Background: an optimization exercise with open tools, aiming at small area, a short achievable clock period and few clock cycles. Do not read the settings as production practice.

before:
==> module CORDIC, before the edit <==
module CORDIC #(parameter integer W = 32)
(
    input wire clk,
    input wire start,
    input wire signed [31:0] x,
    input wire signed [31:0] y,
    output wire signed [W-1:0]phi,
    output wire done
);
reg [31:0] xr;
reg [31:0] yr;
reg [31:0] z;
reg [4:0] cnt;
reg dn;
reg b27;
wire d = yr[31];
wire [31:0] xs, ys, xn, yn, za, zn;
cordic_shr u_shx (.a(yr), .s(cnt), .o(xs));
cordic_shr u_shy (.a(xr), .s(cnt), .o(ys));
cordic_addsub u_addx (.a(xr), .bn(xs), .inv(d), .o(xn));
cordic_addsub u_addy (.a(yr), .bn(ys), .inv(~d), .o(yn));
cordic_ztab u_tab (.i(cnt), .d(d), .dn(dn), .o(za));
cordic_add u_addz (.a(z), .b(za), .o(zn));
cordic_fin u_fin (.a(z), .b(b27), .o(phi));
assign done = dn;
always @(posedge clk) begin
    if (start) begin
        xr  <= x;
        yr  <= y;
        z   <= 32'h906dfdfb;
    end else begin
        xr  <= xn;
        yr  <= yn;
        z   <= zn;
    end
    if (start) begin
        cnt <= 5'd0;
        dn  <= 1'b0;
    end else if (!dn) begin
        cnt <= cnt + 5'd1;
        dn  <= (cnt == 5'd26);
        b27 <= ~yn[31];
    end
end
endmodule
==> module cordic_pre, before the edit <==
module cordic_pre (input wire [31:0] a, input wire s, output wire [31:0] ax, output wire [31:0] an, output wire [31:0] ad);
assign ax = a ^ {32{s}};
assign an = a & ~{32{s}};
assign ad = a & {32{s}};
endmodule
==> module cordic_pgx, before the edit <==
module cordic_pgx (input wire [31:0] ax, input wire [31:0] an, input wire [31:0] ad, input wire [31:0] bn, input wire cin, output wire [31:0] p, output wire [31:0] g);
wire [31:0] g1 = (bn & ad) | (~bn & an);
assign p = ~(ax ^ bn);
assign g = {g1[31:1], g1[0] | (p[0] & cin)};
endmodule
==> module cordic_shl0, before the edit <==
module cordic_shl0 (input wire [31:0] a, input wire s, output wire [31:0] o);
assign o = ~(s ? {{1{a[31]}}, a[31:1]} : a);
endmodule
==> module cordic_shl1, before the edit <==
module cordic_shl1 (input wire [31:0] a, input wire s, output wire [31:0] o);
assign o = ~(s ? {{2{a[31]}}, a[31:2]} : a);
endmodule
==> module cordic_shl2, before the edit <==
module cordic_shl2 (input wire [31:0] a, input wire s, output wire [31:0] o);
assign o = ~(s ? {{4{a[31]}}, a[31:4]} : a);
endmodule
==> module cordic_shl3, before the edit <==
module cordic_shl3 (input wire [31:0] a, input wire s, output wire [31:0] o);
assign o = ~(s ? {{8{a[31]}}, a[31:8]} : a);
endmodule
==> module cordic_shl4, before the edit <==
module cordic_shl4 (input wire [31:0] a, input wire s, output wire [31:0] o);
assign o = ~(s ? {{16{a[31]}}, a[31:16]} : a);
endmodule
==> module cordic_shr, before the edit <==
module cordic_shr (input wire [31:0] a, input wire [4:0] s, output wire [31:0] o);
wire [31:0] l0;
cordic_shl0 u_l0 (.a(a), .s(s[0]), .o(l0));
wire [31:0] l1;
cordic_shl1 u_l1 (.a(l0), .s(s[1]), .o(l1));
wire [31:0] l2;
cordic_shl2 u_l2 (.a(l1), .s(s[2]), .o(l2));
wire [31:0] l3;
cordic_shl3 u_l3 (.a(l2), .s(s[3]), .o(l3));
wire [31:0] l4;
cordic_shl4 u_l4 (.a(l3), .s(s[4]), .o(l4));
assign o = l4;
endmodule
==> module cordic_addsub, before the edit <==
module cordic_addsub (input wire [31:0] a, input wire [31:0] bn, input wire inv, output wire [31:0] o);
wire [31:0] ax, an, ad;
cordic_pre u_pre (.a(a), .s(inv), .ax(ax), .an(an), .ad(ad));
wire [31:0] p, g0;
cordic_pgx u_pg (.ax(ax), .an(an), .ad(ad), .bn(bn), .cin(inv), .p(p), .g(g0));
wire [31:0] g1, p1;
cordic_sk_lv0 u_l0 (.gi(g0), .pi(p), .go(g1), .po(p1));
wire [31:0] g2, p2;
cordic_sk_lv1 u_l1 (.gi(g1), .pi(p1), .go(g2), .po(p2));
wire [31:0] g3, p3;
cordic_sk_lv2 u_l2 (.gi(g2), .pi(p2), .go(g3), .po(p3));
wire [31:0] g4, p4;
cordic_sk_lv3 u_l3 (.gi(g3), .pi(p3), .go(g4), .po(p4));
wire [31:0] g5, p5;
cordic_sk_lv4 u_l4 (.gi(g4), .pi(p4), .go(g5), .po(p5));
cordic_sumn u_s (.p(p), .c(g5), .cin(inv), .o(o));
endmodule
==> module cordic_add, before the edit <==
module cordic_add (input wire [31:0] a, input wire [31:0] b, output wire [31:0] o);
wire [31:0] p, g0;
cordic_pg u_pg (.a(a), .b(b), .cin(1'b0), .p(p), .g(g0));
wire [31:0] g1, p1;
cordic_sk_lv0 u_l0 (.gi(g0), .pi(p), .go(g1), .po(p1));
wire [31:0] g2, p2;
cordic_sk_lv1 u_l1 (.gi(g1), .pi(p1), .go(g2), .po(p2));
wire [31:0] g3, p3;
cordic_sk_lv2 u_l2 (.gi(g2), .pi(p2), .go(g3), .po(p3));
wire [31:0] g4, p4;
cordic_sk_lv3 u_l3 (.gi(g3), .pi(p3), .go(g4), .po(p4));
wire [31:0] g5, p5;
cordic_sk_lv4 u_l4 (.gi(g4), .pi(p4), .go(g5), .po(p5));
cordic_sumn u_s (.p(p), .c(g5), .cin(1'b0), .o(o));
endmodule
==> flow/config.mk <==
export PLATFORM = sky130hd
export DESIGN_NAME = CORDIC
export DESIGN_NICKNAME = CORDIC
export VERILOG_FILES = /design/flow/design.v
export SDC_FILE = /design/flow/constraint.sdc
export NUM_CORES = 4
export LEC_CHECK = 0
export ABC_AREA = 0
export CAP_MARGIN = 20
export CORE_MARGIN = 2
export CORE_UTILIZATION = 40
export SETUP_SLACK_MARGIN = 4
export SLEW_MARGIN = 20
export SYNTH_HIERARCHICAL = 1
export SYNTH_MINIMUM_KEEP_SIZE = 0
==> flow/constraint.sdc <==
create_clock -name core_clock -period 7.5 [get_ports {clk}]
set_input_delay 1.5000 -clock core_clock [delete_from_list [all_inputs] [get_ports {clk}]]
set_output_delay 1.5000 -clock core_clock [all_outputs]
set_load 0.01 [all_outputs]
run.sh (not shown) runs the stock make flow with config.mk's settings and CLKGATE_MAP_FILE= SYNTH_SCRIPT=/design/flow/synth_recipe.tcl, a recipe that flattens the netlist after the stock synthesis.
### before -> after
==> flow/design.v, changed modules only <==
module CORDIC #(parameter integer W = 32)
(
    input wire clk,
    input wire start,
    input wire signed [31:0] x,
    input wire signed [31:0] y,
    output wire signed [W-1:0]phi,
    output wire done
);
reg [31:0] xr;
reg [31:0] yr;
reg [31:0] z;
reg [4:0] cnt;
reg [4:0] cntn;   
reg dn;
reg b27;
wire d = yr[31];
wire [31:0] xs, ys, xn, yn, za, zn;
cordic_shr u_shx (.a(yr), .s(cnt), .o(xs));
cordic_shr u_shy (.a(xr), .s(~cntn), .o(ys));
cordic_addsub u_addx (.a(xr), .b(xs), .inv(d), .o(xn));
cordic_addsub u_addy (.a(yr), .b(ys), .inv(~d), .o(yn));
cordic_ztab u_tab (.i(cnt), .d(d), .dn(dn), .o(za));
cordic_add u_addz (.a(z), .b(za), .o(zn));
cordic_fin u_fin (.a(z), .b(b27), .o(phi));
assign done = dn;
always @(posedge clk) begin
    if (start) begin
        xr  <= x;
        yr  <= y;
        z   <= 32'h906dfdfb;
    end else begin
        xr  <= xn;
        yr  <= yn;
        z   <= zn;
    end
    if (start) begin
        cnt <= 5'd0;
        cntn <= 5'h1f;
        dn  <= 1'b0;
    end else if (!dn) begin
        cnt <= cnt + 5'd1;
        cntn <= ~(cnt + 5'd1);
        dn  <= (cnt == 5'd26);
        b27 <= ~yn[31];
    end
end
endmodule
module cordic_shr (input wire [31:0] a, input wire [4:0] s, output wire [31:0] o);
wire [31:0] l0 = s[0] ? {{1{a[31]}}, a[31:1]} : a;
wire [31:0] l1 = s[1] ? {{2{l0[31]}}, l0[31:2]} : l0;
wire [31:0] l2 = s[2] ? {{4{l1[31]}}, l1[31:4]} : l1;
wire [31:0] l3 = s[3] ? {{8{l2[31]}}, l2[31:8]} : l2;
wire [31:0] l4 = s[4] ? {{16{l3[31]}}, l3[31:16]} : l3;
assign o = l4;
endmodule
module cordic_addsub (input wire [31:0] a, input wire [31:0] b, input wire inv, output wire [31:0] o);
wire [31:0] bx;
cordic_xor u_x (.a(b), .s(inv), .o(bx));
wire [31:0] p, g0;
cordic_pg u_pg (.a(a), .b(bx), .cin(inv), .p(p), .g(g0));
wire [31:0] g1, p1;
cordic_sk_lv0 u_l0 (.gi(g0), .pi(p), .go(g1), .po(p1));
wire [31:0] g2, p2;
cordic_sk_lv1 u_l1 (.gi(g1), .pi(p1), .go(g2), .po(p2));
wire [31:0] g3, p3;
cordic_sk_lv2 u_l2 (.gi(g2), .pi(p2), .go(g3), .po(p3));
wire [31:0] g4, p4;
cordic_sk_lv3 u_l3 (.gi(g3), .pi(p3), .go(g4), .po(p4));
wire [31:0] g5, p5;
cordic_sk_lv4 u_l4 (.gi(g4), .pi(p4), .go(g5), .po(p5));
cordic_sumn u_s (.p(p), .c(g5), .cin(inv), .o(o));
endmodule
module cordic_add (input wire [31:0] a, input wire [31:0] b, output wire [31:0] o);
wire [31:0] bx = b;
wire [31:0] p, g0;
cordic_pg u_pg (.a(a), .b(bx), .cin(1'b0), .p(p), .g(g0));
wire [31:0] g1, p1;
cordic_sk_lv0 u_l0 (.gi(g0), .pi(p), .go(g1), .po(p1));
wire [31:0] g2, p2;
cordic_sk_lv1 u_l1 (.gi(g1), .pi(p1), .go(g2), .po(p2));
wire [31:0] g3, p3;
cordic_sk_lv2 u_l2 (.gi(g2), .pi(p2), .go(g3), .po(p3));
wire [31:0] g4, p4;
cordic_sk_lv3 u_l3 (.gi(g3), .pi(p3), .go(g4), .po(p4));
wire [31:0] g5, p5;
cordic_sk_lv4 u_l4 (.gi(g4), .pi(p4), .go(g5), .po(p5));
cordic_sumn u_s (.p(p), .c(g5), .cin(1'b0), .o(o));
endmodule
// module cordic_pre removed
// module cordic_pgx removed
// module cordic_shl0 removed
// module cordic_shl1 removed
// module cordic_shl2 removed
// module cordic_shl3 removed
// module cordic_shl4 removed
==> comparison <==
- after against before; fmax is down by a few percent.
- Die: after smaller than before
- Total number of nets in the final design ends up lower on after.
- Relative to before, the count of inserted tapcells measured on after has decreased by a few percent.
- From before to after the numbers moved as follows: number of buffer and inverter stages on the critical path dropped 1; share of the final layout cell area in sequential cells climbed 1.7 points; buffer count excluding the clock tree in the final layout dropped 17.
- cnt[1] as the startpoint of the worst setup timing path was reported by after, and cnt[0] by before.
- Taking before as the reference point, the headroom to the max-slew limit of after rises by 0.68 points.
Function was not checked in any run of this note: the RTL went through the layout flow alone.

-- static timing again, ports no longer ideal --
Ports are ideal in the flow. The routed layouts listed here were re-timed in OpenROAD. Step 1, drivers: a clkbuf_16 drives clk and a buf_2 each remaining input, both assumed. Step 2 times the ports against the registers' clock, not the clock port: input delays grow and output delays shrink by t, the midpoint of the rising clock arrivals with the driver on. Three values: ideal, step 1, step 2; two values: the first two.
run	t, ns	setup WS [ns]	clock arrival spread, ns
before	0.452	3.787 / 3.738 / 3.787	0.017 / 0.017
after	0.443	3.651 / 3.651 / 3.651	0.017 / 0.016
After both steps setup and hold are still met in every run listed.
